This is an optimization exercise on Yosys and OpenROAD, whose aim is small area and a short achievable clock period, not a production implementation.
Function was checked by simulation only, so behaviour that the tests miss may differ from the original.
No activity file was given, so power comes from the tool's default toggle rates.

==> flow/design.v (outline; a module is shown in full before it is edited, if it fits) <==
// module pe: 46 lines
// module mac_0_16: 304 lines
// module mac_16_17: 340 lines
// module mac_17_17: 341 lines
// module mac_17_18: 351 lines
// module csa_fa: 4 lines
// module csa_ha: 4 lines
// module pp_nor: 3 lines
// module inv8: 3 lines
// module skew_buffer: 25 lines
// module systolic_array: 34 lines
// module matrix_accelerator: 32 lines
module matrix_accelerator(
    input  wire        clk,
    input  wire        rst,
    input  wire        load_weight,
    input  wire [31:0] activation_in,
    output wire [95:0] result_out
);
  // ...
==> flow/flow/run.sh <==
#!/bin/bash
# The standard layout (standard.sh), with plain buffers on the ports in place
# of the delay cells that buffer_ports picks by default. Every port still gets
# its own buffer. make's full output goes to standard.log in this folder.
set -euo pipefail
export BUFFER_PORTS_ARGS="-buffer_cell sky130_fd_sc_hd__buf_2"
bash standard.sh > standard.log 2>&1
==> flow/standard.sh <==
#!/bin/bash
# synth_recipe.tcl (not shown) runs the flow's synth.tcl, then flattens the netlist and writes it again
# the make line also repeats each setting of config.mk as NAME=value (left out here)
make -C /OpenROAD-flow-scripts/flow DESIGN_CONFIG=/design/flow/config.mk WORK_HOME=/design/flow/orfs CLKGATE_MAP_FILE= SYNTH_SCRIPT=/design/flow/synth_recipe.tcl "${@:-finish}"
==> flow/config.mk <==
export PLATFORM = sky130hd
export DESIGN_NAME = matrix_accelerator
export DESIGN_NICKNAME = matrix_accelerator
export VERILOG_FILES = /design/flow/design.v
export SDC_FILE = /design/flow/constraint.sdc
export NUM_CORES = 4
export LEC_CHECK = 0
export CAP_MARGIN = 20
export CORE_MARGIN = 2
export CORE_UTILIZATION = 40
export CTS_CLUSTER_DIAMETER = 120
export CTS_CLUSTER_SIZE = 22
export PLACE_DENSITY = 0.7
export SETUP_SLACK_MARGIN = 3.5
export SLEW_MARGIN = 20
export SYNTH_HIERARCHICAL = 1
export SYNTH_MINIMUM_KEEP_SIZE = 0
==> flow/constraint.sdc <==
create_clock -name core_clock -period 8.0 [get_ports {clk}]
set_input_delay 1.6000 -clock core_clock [delete_from_list [all_inputs] [get_ports {clk}]]
set_output_delay 1.6000 -clock core_clock [all_outputs]
set_load 0.01 [all_outputs]
==> summary.md, run 1 <==
| Metric | Value |
|---|---|
| Status | finished clean |
| Clock Latency Late Sink | 0.65 ns |
| Clock sink total | 545 |
| Taps Inserted | 1524 |
| CP delay by family, top | adder cells |
| Top Registers | array_core.ROW.c3.out_e x72, array_core.ROW.c1.out_e x68, array_core.ROW.c2.out_e x68 |
| Logic power comb | 13000 uW |
| Critical path origin | array_core.ROW[2].c1.S.q[0] |
| CLK BUF | 52 |
| Rows | 125 |
| Bufs w/o clock | 161 |
| Final hold vios | 0 |
| FF+latch area | 12900 um^2 |
| Vert. Die Dim | 345 um |
| Flip-flop and latch count | 545 |
| CP Launch Type | flop |
| Worst Hold End | skew_unit.d2_2[0] |
| Drt via density | 5.17 |
| R2R Path End | array_core.ROW[3].c1.out_e[14] |
| CP max FO | 7 |
| Critical path type | flop to flop |
| Clk pwr share | 9.2% |
| Hold depth | 0 |
| Final Critical Period | 4.37 ns |
| TritonRoute pass-1 iters | 7 |
| Grt met3 use | 2.27% |
| Commonest non-fill, non-tap cells in the layout | 848 x nor2_1, 796 x fa_1, 508 x inv_1, 412 x nand2_1, 293 x ha_1 |
| Flop pwr share | 20.7% |
| Most used cell, CP | fa_1 |
| GR peak layer | met2 |
==> run 2, diff against run 1 <==
--- a/flow/config.mk
+++ b/flow/config.mk
@@ -10,8 +10,8 @@
 export CORE_UTILIZATION = 40
 export CTS_CLUSTER_DIAMETER = 120
 export CTS_CLUSTER_SIZE = 22
-export PLACE_DENSITY = 0.7
 export SETUP_SLACK_MARGIN = 3.5
 export SLEW_MARGIN = 20
 export SYNTH_HIERARCHICAL = 1
 export SYNTH_MINIMUM_KEEP_SIZE = 0
+export TNS_END_PERCENT = 20
==> summary.md, run 2 <==
| Metric | Value |
|---|---|
| Total negative slack | 0 ns (unchanged) |
| Tightest Pin Transition | 0.986 ns (was 0.950 ns) |
| Skew final | 0.0378 ns (was 0.0237 ns) |
| TritonRoute pass-1 iters | 8 (was 7) |
| Pre-CTS setup slack | 2.99 ns (was 2.98 ns) |
| Critical Path End | array_core.ROW[2].c1.out_e[14] (was array_core.ROW[3].c1.out_e[14]) |
| Post-Synthesis Cells | 4446 (unchanged) |
| Max-cap check violation count | 0 (unchanged) |
| Initial antenna violation count | 3 (was 2) |
| Worst hold path class | flop to flop (unchanged) |
| Post-Syn Nets | 5589 (unchanged) |
| Clk root buf | clkbuf_16 (unchanged) |
| Biggest register | array_core.ROW.c3.out_e (unchanged) |
| CP max FO | 7 (unchanged) |
| Mean Syn Cell Area | 10.4 um^2 (unchanged) |
| Commonest non-fill, non-tap cells in the layout | 854 x nor2_1, 798 x fa_1, 518 x inv_1, 412 x nand2_1, 291 x ha_1 (was 848 x nor2_1, 796 x fa_1, 508 x inv_1, 412 x nand2_1, 293 x ha_1) |
| Period utilization | 55.0% (was 54.6%) |
| Fmax | 0.227 GHz (was 0.229 GHz) |
| Die Footprint | 119000 um^2 (unchanged) |
| Vias in the first global route | 33400 (was 33500) |
| Cts bufs inserted | 31 (was 30) |
| Status | finished clean (unchanged) |
| Hold-fix buffers at CTS | 0 (unchanged) |
| Slew Viols, Final | 0 (unchanged) |
| Die Wd | 345 um (unchanged) |
| Area taken by multi-input logic gates | 31100 um^2 (about the same) |
| NumNets Final | 5698 (was 5703) |
| P_int | 10000 uW (was 9970 uW) |
| Drt via density | 5.10 (was 5.17) |
| Fill cells | 11200 (was 10800) |
| Area Growth Syn to Fin | 7.58% (was 7.76%) |
| Gate power share | 70.1% (about the same) |
| Clk pwr share | 9.4% (was 9.2%) |
| Critical path origin | array_core.ROW[1].c1.S.q[0] (was array_core.ROW[2].c1.S.q[0]) |
| DRT iter0 DRCs | 1859 (was 1968) |
| Clock Latency Late Sink | 0.68 ns (was 0.65 ns) |
| Final WL | 106000 um (was 104000 um) |
| Leakage dissipation | 0.0225 uW (about the same) |
| Total power draw | 18700 uW (was 18600 uW) |
| Switching share of power | 46.4% (about the same) |
| Port Buffers | 130 (unchanged) |
| WL/cell | 17.4 um (was 17.1 um) |
| Reg2reg start | array_core.ROW[1].c1.S.q[0] (was array_core.ROW[2].c1.S.q[0]) |
| RSZ-0062 raised after global routing | yes (was no) |
| Initial Util | 40.1% (unchanged) |
| Worst hold slack | 0.353 ns (about the same) |
| VDD IR-drop max | 0.224 mV (was 0.244 mV) |
| # IOs | 131 (unchanged) |
| R2R Path End | array_core.ROW[2].c1.out_e[14] (was array_core.ROW[3].c1.out_e[14]) |
| Worst setup margin | 3.60 ns (was 3.63 ns) |
| Deepest clock path buffer count | 3 (unchanged) |
| Clock transition at path regs | 0.09 ns (was 0.10 ns) |
| Final Critical Period | 4.40 ns (was 4.37 ns) |
| Vias | 31100 (was 31600) |
| Gr usage total | 18.7% (was 18.1%) |
| Post-Syn Area | 46400 um^2 (unchanged) |
| First-pass GRT wire length | 178000 um (was 174000 um) |
| Clock sink total | 545 (unchanged) |
| Fraction of layout cells with a size suffix above 1 | 9.24% (was 9.55%) |
| GRT overflow | 0 (unchanged) |
| # setup viols final | 0 (unchanged) |
| FF+latch area | 12900 um^2 (about the same) |
| R2R depth | 13 (unchanged) |
| Hpwl dp | 86200 um (was 83800 um) |
| Dpl cells | 6030 (was 6027) |
| Critical Path RT | 8.54 ns (about the same) |
| DRT antenna net count | 0 (unchanged) |
| Slew margin rel. | 34.2% (was 36.6%) |
| Critical path type | flop to flop (unchanged) |
| Largest net degree at the start of global routing | 122 (was 167) |
| CTS H-tree depth | 1 (unchanged) |
| Area of the core | 116000 um^2 (unchanged) |
| WP data arrival | 4.95 ns (was 4.91 ns) |
| Yosys warnings | 16 (unchanged) |
| Vert. Die Dim | 345 um (unchanged) |
| Final cell count without fillers | 6105 (was 6110) |
| Sw Pwr | 8670 uW (was 8620 uW) |
| Commonest non-fill, non-tap cell in the layout | nor2_1 (unchanged) |
| Residual DRC | 0 (unchanged) |
| CTS tree | yes (unchanged) |
| Routability cong. | 0.888 (was 0.917) |
| Final hold vios | 0 (unchanged) |
| Rows | 125 (unchanged) |
| CP Launch Type | flop (unchanged) |
| Register-to-register setup slack | 3.60 ns (was 3.63 ns) |
| Pwr dens | 374 nW/um^2 (was 371 nW/um^2) |
| Top Registers | array_core.ROW.c3.out_e x72, array_core.ROW.c1.out_e x68, array_core.ROW.c2.out_e x68 (unchanged) |
| Max FFs per register | 72 (unchanged) |
| Crit end category | flop (unchanged) |
| Flop pwr share | 20.6% (was 20.7%) |
[run 2: how the worst min path moves through the flow]
stage	depth (start not counted)	slack [ns]	end	start
6_report	0	0.35	skew_unit.d3_2[1]	skew_unit.d3_1[1]
5_1_grt	0	0.36	skew_unit.d2_2[2]	skew_unit.d2_1[2]
4_1_cts	0	0.36	skew_unit.d2_2[1]	skew_unit.d2_1[1]
3_5_place_dp	0	0.33	skew_unit.d2_2[4]	skew_unit.d2_1[4]
3_3_place_gp	0	0.33	skew_unit.d2_2[0]	skew_unit.d2_1[0]
2_1_floorplan	0	0.33	skew_unit.d2_2[0]	skew_unit.d2_1[0]
[run 2: timing repair]
action                     4_1_cts  5_1_grt
setup endpoints to repair       18       67
pin swaps                        2        8
setup buffers                    1       15
gates resized for setup          4      110
[run 2: power by group through the flow]
stage / clock [uW] / combinational (uW) / sequential, uW
final: 1750 / 13100 / 3840
after detailed placement: 0 / 12700 / 3910
after CTS: 1820 / 12800 / 3850
after global placement: 0 / 12400 / 3910
after floorplan: 0 / 10300 / 3740
after global routing: 1920 / 15100 / 3920
[run 2: layout make-up]
class | instances | share of cell area (%)
Antenna cell | 2 | 0.0100
Clock buffer | 48 | 1.68
Clock inverter | 9 | 0.188
Inverter | 591 | 4.47
Multi-Input combinational cell | 3231 | 62.2
Sequential cell | 545 | 25.9
Tap cell | 1524 | 3.82
Timing Repair Buffer | 155 | 1.72
[run 2: stage by stage]
step | area [um^2] | utilization (%)
6_report | 50000 | 43.2
5_1_grt | 50000 | 43.2
4_1_cts | 49600 | 42.9
3_5_place_dp | 48700 | 42.1
3_3_place_gp | 48700 | 42.1
2_1_floorplan | 46500 | -
[run 2: worst max-delay path, stage by stage, from the launching register on]
cell	delay, ns
dfrtp_2	0.47
inv_2	0.14
nor2_1	0.08
fa_1	0.42
fa_1	0.40
fa_1	0.47
fa_1	0.40
fa_1	0.40
ha_2	0.35
a21oi_1	0.16
o22ai_1	0.13
o31a_1	0.28
or3_1	0.31
a32o_1	0.27
[run 2: layer usage]
layer | track usage, % | part of all wire (%) | routed length (um) | up-vias
met5 | 0 | 0 | 0 | -
met4 | 4.15 | 2.3 | 2480 | 0
met3 | 2.14 | 4.8 | 5120 | 129
met2 | 31.1 | 48 | 50600 | 722
met1 | 26.2 | 45 | 48200 | 15900
li1 | - | - | - | 14400
==> run 3, diff against run 2 <==
--- a/flow/config.mk
+++ b/flow/config.mk
@@ -14,4 +14,3 @@
 export SLEW_MARGIN = 20
 export SYNTH_HIERARCHICAL = 1
 export SYNTH_MINIMUM_KEEP_SIZE = 0
-export TNS_END_PERCENT = 20
==> summary.md, run 3 <==
| Metric | Value |
|---|---|
| Pwr dens | 372 nW/um^2 (was 374 nW/um^2) |
| Cts bufs inserted | 30 (was 31) |
| Pre-CTS setup slack | 3.06 ns (was 2.99 ns) |
| Die Footprint | 119000 um^2 (unchanged) |
| Crit end category | flop (unchanged) |
| Die Wd | 345 um (unchanged) |
| Vert. Die Dim | 345 um (unchanged) |
| Biggest register | array_core.ROW.c3.out_e (unchanged) |
| Critical Path RT | 8.52 ns (was 8.54 ns) |
| Fill cells | 11100 (was 11200) |
| Rows | 125 (unchanged) |
| Area of the core | 116000 um^2 (unchanged) |
| Fmax | 0.229 GHz (was 0.227 GHz) |
| VDD IR-drop max | 0.247 mV (was 0.224 mV) |
| Clock sink total | 545 (unchanged) |
| Tightest Pin Transition | 0.919 ns (was 0.986 ns) |
| Period utilization | 54.5% (was 55.0%) |
| RSZ-0062 raised after global routing | no (was yes) |
| Deepest clock path buffer count | 3 (unchanged) |
| Total negative slack | 0 ns (unchanged) |
| DRT antenna net count | 0 (unchanged) |
| Hold depth | 0 (unchanged) |
| TritonRoute pass-1 iters | 5 (was 8) |
| Skew final | 0.0232 ns (was 0.0378 ns) |
| Port Buffers | 130 (unchanged) |
| R2R Path End | array_core.ROW[3].c3.out_e[14] (was array_core.ROW[2].c1.out_e[14]) |
| Top Registers | array_core.ROW.c3.out_e x72, array_core.ROW.c1.out_e x68, array_core.ROW.c2.out_e x68 (unchanged) |
| Hold Crit Start | skew_unit.d3_2[2] (was skew_unit.d3_1[1]) |
| Diodes inserted | 0 (was 2) |
| First-pass GRT wire length | 179000 um (was 178000 um) |
| Design Area, Final | 50200 um^2 (was 50000 um^2) |
| Final Critical Period | 4.36 ns (was 4.40 ns) |
| Residual DRC | 0 (unchanged) |
| Mean Syn Cell Area | 10.4 um^2 (unchanged) |
| # IOs | 131 (unchanged) |
| Final WL | 107000 um (was 106000 um) |
| # setup viols final | 0 (unchanged) |
| Final hold vios | 0 (unchanged) |
| Drt via density | 5.11 (was 5.10) |
| Max-cap check violation count | 0 (unchanged) |
| Area Growth Syn to Fin | 8.07% (was 7.58%) |
| Register-to-register setup slack | 3.64 ns (was 3.60 ns) |
| DRT iter0 DRCs | 2039 (was 1859) |
| WL/cell | 17.4 um (about the same) |
| Fraction of layout cells with a size suffix above 1 | 10.4% (was 9.24%) |
| CTS tree | yes (unchanged) |
| Routability cong. | 0.879 (was 0.888) |
| Leakage dissipation | 0.0225 uW (about the same) |
| Slew margin rel. | 38.6% (was 34.2%) |
| GRT overflow | 0 (unchanged) |
| Hpwl dp | 86600 um (was 86200 um) |
| Critical path type | flop to flop (unchanged) |
| Vias in the first global route | 33500 (was 33400) |
| Clock Latency Late Sink | 0.65 ns (was 0.68 ns) |
| Slew Viols, Final | 0 (unchanged) |
| Post-Syn Nets | 5589 (unchanged) |
| Post-Synthesis Cells | 4446 (unchanged) |
| Clock transition at path regs | 0.09 ns (about the same) |
| R2R depth | 15 (was 13) |
| Commonest non-fill, non-tap cell in the layout | nor2_1 (unchanged) |
| Initial antenna violation count | 3 (unchanged) |
| Yosys warnings | 16 (unchanged) |
| Status | finished clean (unchanged) |
| Gr usage total | 18.7% (about the same) |
| Initial Util | 40.1% (unchanged) |
| Worst hold path class | flop to flop (unchanged) |
| Clk root buf | clkbuf_16 (unchanged) |
| CTS H-tree depth | 1 (unchanged) |
| CP Launch Type | flop (unchanged) |
| Largest net degree at the start of global routing | 122 (unchanged) |
| Max FFs per register | 72 (unchanged) |
| Hold-fix buffers at CTS | 0 (unchanged) |
| Placement Cell Area | 48800 um^2 (was 48700 um^2) |
| Post-Syn Area | 46400 um^2 (unchanged) |
| Reg2reg start | array_core.ROW[3].c3.weight_reg[5] (was array_core.ROW[1].c1.S.q[0]) |
| Worst Hold End | skew_unit.d3_3[2] (was skew_unit.d3_2[1]) |
| WP data arrival | 4.88 ns (was 4.95 ns) |
| Worst setup margin | 3.64 ns (was 3.60 ns) |
| Vias | 31200 (was 31100) |
| NumNets Final | 5714 (was 5698) |
| Commonest non-fill, non-tap cells in the layout | 847 x nor2_1, 796 x fa_1, 496 x inv_1, 412 x nand2_1, 290 x ha_1 (was 854 x nor2_1, 798 x fa_1, 518 x inv_1, 412 x nand2_1, 291 x ha_1) |
| CP max FO | 7 (unchanged) |
[run 3: cell type report]
type	count	area (um^2)	area share, %
multi-input combinational	3231	31100	62.0
sequential	545	12900	25.8
inverter	591	2280	4.54
tap	1524	1910	3.80
timing repair buffer	172	987	1.97
clock buffer	48	860	1.71
clock inverter	8	86.3	0.172
[run 3: power by group]
part           switching (uW)  leakage, uW  internal [uW]  total [uW]
registers                 491      0.00516           3360        3850
clock network             969     0.000460            782        1750
logic                    7170       0.0169           5920       13100
total                    8630       0.0225          10100       18700
[run 3: repair_timing]
item	in CTS	in global routing
endpoints found under the setup margin	13	61
pin swaps	3	13
buffers inserted	2	31
resized for setup	7	140
[run 3: critical path: stages (launching register included)]
cell and delay, ns:
edfxtp_1 0.41, inv_2 0.15, nor2_1 0.08, fa_1 0.41, fa_1 0.41, fa_1 0.47
fa_1 0.40, fa_1 0.46, ha_1 0.34, a21o_1 0.18, nand2_2 0.09, a311oi_2 0.10
buf_4 0.18, or3_1 0.32, xnor2_1 0.15, o21ai_1 0.09
[run 3: metrics by stage]
stage,power [uW],hold slack (ns),instances,utilization (%)
floorplan,14000,0.331,4446,-
global placement,16400,0.333,6030,42.1
detailed placement,16700,0.335,6030,42.1
CTS,18500,0.355,6088,43.0
global route,20900,0.358,6119,43.4
finish,18700,0.353,6119,43.4
[run 3: how the worst max path moves through the flow]
stage	startpoint	to	slack, ns	depth (start not counted)
2_1_floorplan	activation_in[1]	array_core.ROW[0].c0.out_e[12]	3.24	12
3_3_place_gp	activation_in[3]	array_core.ROW[0].c0.out_e[12]	3.07	12
3_5_place_dp	activation_in[0]	array_core.ROW[0].c0.out_e[13]	3.06	14
4_1_cts	array_core.ROW[1].c1.S.q[3]	array_core.ROW[2].c1.out_e[14]	3.50	12
5_1_grt	array_core.ROW[0].c2.S.q[2]	array_core.ROW[1].c2.out_e[13]	3.48	12
6_report	array_core.ROW[3].c3.weight_reg[5]	array_core.ROW[3].c3.out_e[14]	3.64	15
[run 3: metal layers]
| metal | global-route usage (%) | vias up | wire, um | part of all wire, % |
|---|---|---|---|---|
| met3 | 1.97 | 133 | 4390 | 4.1 |
| li1 | - | 14400 | - | - |
| met4 | 3.96 | 4 | 2400 | 2.2 |
| met1 | 26.4 | 16000 | 48800 | 46 |
| met5 | 0 | - | 30 | 0.028 |
| met2 | 31.1 | 693 | 51000 | 48 |
==> run 4, diff against run 3 <==
--- a/flow/config.mk
+++ b/flow/config.mk
@@ -14,3 +14,4 @@
 export SLEW_MARGIN = 20
 export SYNTH_HIERARCHICAL = 1
 export SYNTH_MINIMUM_KEEP_SIZE = 0
+export TNS_END_PERCENT = 50
==> summary.md, run 4 <==
| Metric | Value |
|---|---|
| Status | finished clean (unchanged) |
| # IOs | 131 (unchanged) |
| Drt via density | 5.11 (about the same) |
| DRT iter0 DRCs | 1758 (was 2039) |
| Skew final | 0.0259 ns (was 0.0232 ns) |
| Max FFs per register | 72 (unchanged) |
| Max-cap check violation count | 0 (unchanged) |
| RSZ-0062 raised after global routing | yes (was no) |
| Fmax | 0.227 GHz (was 0.229 GHz) |
| VDD IR-drop max | 0.224 mV (was 0.247 mV) |
| Yosys warnings | 16 (unchanged) |
| Slew Viols, Final | 0 (unchanged) |
| Commonest non-fill, non-tap cells in the layout | 848 x nor2_1, 797 x fa_1, 515 x inv_1, 412 x nand2_1, 291 x ha_1 (was 847 x nor2_1, 796 x fa_1, 496 x inv_1, 412 x nand2_1, 290 x ha_1) |
| Clock sink total | 545 (unchanged) |
| Post-Syn Area | 46400 um^2 (unchanged) |
| Hold-fix buffers at CTS | 0 (unchanged) |
| Area of the core | 116000 um^2 (unchanged) |
| GR peak layer | met2 (unchanged) |
| Gr usage total | 18.7% (about the same) |
| Grt met3 use | 2.54% (was 1.97%) |
| Vias | 31200 (about the same) |
| Critical Path RT | 8.54 ns (was 8.52 ns) |
| Worst hold path class | flop to flop (unchanged) |
| Vias in the first global route | 33700 (was 33500) |
| Tightest Pin Transition | 0.931 ns (was 0.919 ns) |
| Routability cong. | 0.889 (was 0.879) |
| Initial antenna violation count | 2 (was 3) |
| Final WL | 107000 um (about the same) |
| Die Wd | 345 um (unchanged) |
| Clock Latency Late Sink | 0.66 ns (was 0.65 ns) |
| Vert. Die Dim | 345 um (unchanged) |
| Clk root buf | clkbuf_16 (unchanged) |
| Area Growth Syn to Fin | 7.63% (was 8.07%) |
| Period utilization | 55.0% (was 54.5%) |
| Final Critical Period | 4.40 ns (was 4.36 ns) |
| NumNets Final | 5700 (was 5714) |
| Post-Syn Nets | 5589 (unchanged) |
| GR Layer Usage met1 | 25.5% (was 26.4%) |
| Biggest register | array_core.ROW.c3.out_e (unchanged) |
| Pwr dens | 372 nW/um^2 (about the same) |
| First-pass GRT wire length | 178000 um (was 179000 um) |
| Clock transition at path regs | 0.10 ns (was 0.09 ns) |
| Total power draw | 18600 uW (was 18700 uW) |
| Fraction of layout cells with a size suffix above 1 | 9.61% (was 10.4%) |
| # setup viols final | 0 (unchanged) |
| Die Footprint | 119000 um^2 (unchanged) |
| Commonest non-fill, non-tap cell in the layout | nor2_1 (unchanged) |
| Cts bufs inserted | 29 (was 30) |
| Post-Synthesis Cells | 4446 (unchanged) |
| DRT antenna net count | 0 (unchanged) |
| Mean Syn Cell Area | 10.4 um^2 (unchanged) |
| Initial Util | 40.1% (unchanged) |
| Port Buffers | 130 (unchanged) |
| CP Launch Type | flop (unchanged) |
| CTS H-tree depth | 1 (unchanged) |
| TritonRoute pass-1 iters | 5 (unchanged) |
| GRT overflow | 0 (unchanged) |
| Leakage dissipation | 0.0225 uW (about the same) |
| Top Registers | array_core.ROW.c3.out_e x72, array_core.ROW.c1.out_e x68, array_core.ROW.c2.out_e x68 (unchanged) |
| CTS tree | yes (unchanged) |
| WL/cell | 17.5 um (was 17.4 um) |
| Crit end category | flop (unchanged) |
| Met2 GRT Util | 31.6% (was 31.1%) |
| CP max FO | 7 (unchanged) |
| Hpwl dp | 87300 um (was 86600 um) |
| WP data arrival | 4.95 ns (was 4.88 ns) |
| Total negative slack | 0 ns (unchanged) |
| Rows | 125 (unchanged) |
| Residual DRC | 0 (unchanged) |
| Largest net degree at the start of global routing | 63 (was 122) |
| Final hold vios | 0 (unchanged) |
| Deepest clock path buffer count | 3 (unchanged) |
| Critical path type | flop to flop (unchanged) |
| Slew margin rel. | 37.9% (was 38.6%) |
-- run 4: cell types whose count changed in the layout (fill, tap and decap cells not counted), sizes merged --
cell and change:
clkbuf +1, clkinvlp -2, buf -13, clkinv -3, inv +3, bufinv -1, diode +1
-- run 4: what timing repair did --
| action | CTS | global route |
|---|---|---|
| pin swaps | 3 | 7 |
| setup endpoints to repair | 14 | 70 |
| hold endpoints to repair | 0 | 0 |
| setup buffers | 1 | 18 |
| resized for setup | 5 | 117 |
-- run 4: metal layers --
| layer | wire length (um) | part of all wire, % |
|---|---|---|
| met1 | 47800 | 45 |
| met2 | 51200 | 48 |
| met3 | 5040 | 4.7 |
| met5 | 0 | 0 |
| met4 | 2940 | 2.7 |
-- run 4: cell type report --
cell class                      count  area (um^2)
Fill cell                       11100        65800
Multi-Input combinational cell   3231        31100
Sequential cell                   545        12900
Inverter                          591         2260
Tap cell                         1524         1910
Timing Repair Buffer              159          877
Clock buffer                       49          822
Clock inverter                      5         40.0
Antenna cell                        1         2.50
-- run 4: path summary, 6_finish.rpt --
kind / start / endpoint / slack, ns / depth (start not counted)
setup / recovery: array_core.ROW[2].c2.S.q[0] / array_core.ROW[3].c2.out_e[13] / 3.60 / 13
hold / removal: skew_unit.d3_2[4] / skew_unit.d3_3[4] / 0.34 / 0
setup reg to reg: array_core.ROW[2].c2.S.q[0] / array_core.ROW[3].c2.out_e[13] / 3.60 / 13
hold reg to reg: skew_unit.d3_2[4] / skew_unit.d3_3[4] / 0.34 / 0
max in group asynchronous: rst / skew_unit.d2_2[0] / 5.92 / 4
min in group asynchronous: rst / valid / 1.12 / 3
-- run 4: metrics by stage --
step | std cells | utilization [%] | setup slack [ns] | cell area, um^2 | hold WS [ns]
after floorplan | 4446 | - | 3.24 | 46600 | 0.331
after global placement | 6031 | 42.1 | 3.07 | 48800 | 0.332
after detailed placement | 6031 | 42.1 | 3.04 | 48800 | 0.335
after CTS | 6086 | 42.9 | 3.49 | 49600 | 0.334
after global routing | 6104 | 43.2 | 3.44 | 50000 | 0.345
final | 6105 | 43.2 | 3.60 | 50000 | 0.337
-- run 4: report_power, final --
part	switching [uW]	leakage, uW	total, uW	internal [uW]
Sequential	493	0.00516	3850	3360
Combinational	7180	0.0169	13100	5910
Clock	957	0.000410	1670	711
Total	8630	0.0225	18600	9980
-- run 4: critical path, stage by stage, from the launching register on --
cell,delay (ns)
dfrtp_1,0.44
inv_2,0.15
nor2_1,0.08
fa_1,0.41
fa_1,0.41
fa_1,0.46
fa_1,0.40
fa_1,0.44
ha_1,0.34
a21o_1,0.21
a21oi_4,0.24
a21oi_1,0.12
or3_1,0.36
a32o_1,0.25

==> what the ideal ports hide <==
How much do the figures lean on ideal ports? The routed layouts below were timed once more, with nothing changed but the port constraints. Step 1 assumes that a clkbuf_16 drives the clock port and a buf_2 every other input. Step 2 adds t to the input delays and takes it off the output delays; t is the mean of the earliest and latest rising clock arrival at the registers after step 1. Input paths then give back, and output paths get back, about the clock's delay inside the block. a / b / c = no drivers / after step 1 / after step 2; a / b = the first two.
run	t (ns)	slack for setup (ns)	worst hold slack (ns)	pins driven straight from the clock port
run 1	0.709	3.629 / 3.629 / 2.968	0.353 / 0.353 / 0.353	1
run 2	0.735	3.596 / 3.596 / 2.987	0.353 / 0.353 / 0.353	1
run 3	0.715	3.638 / 3.638 / 3.074	0.353 / 0.353 / 0.353	1
run 4	0.714	3.598 / 3.598 / 3.011	0.337 / 0.337 / 0.337	1
After both steps setup and hold are still met in every run listed. For run 1, which loses most, drivers alone change the setup slack by 0.000 ns; drivers and shift together by -0.661 ns.
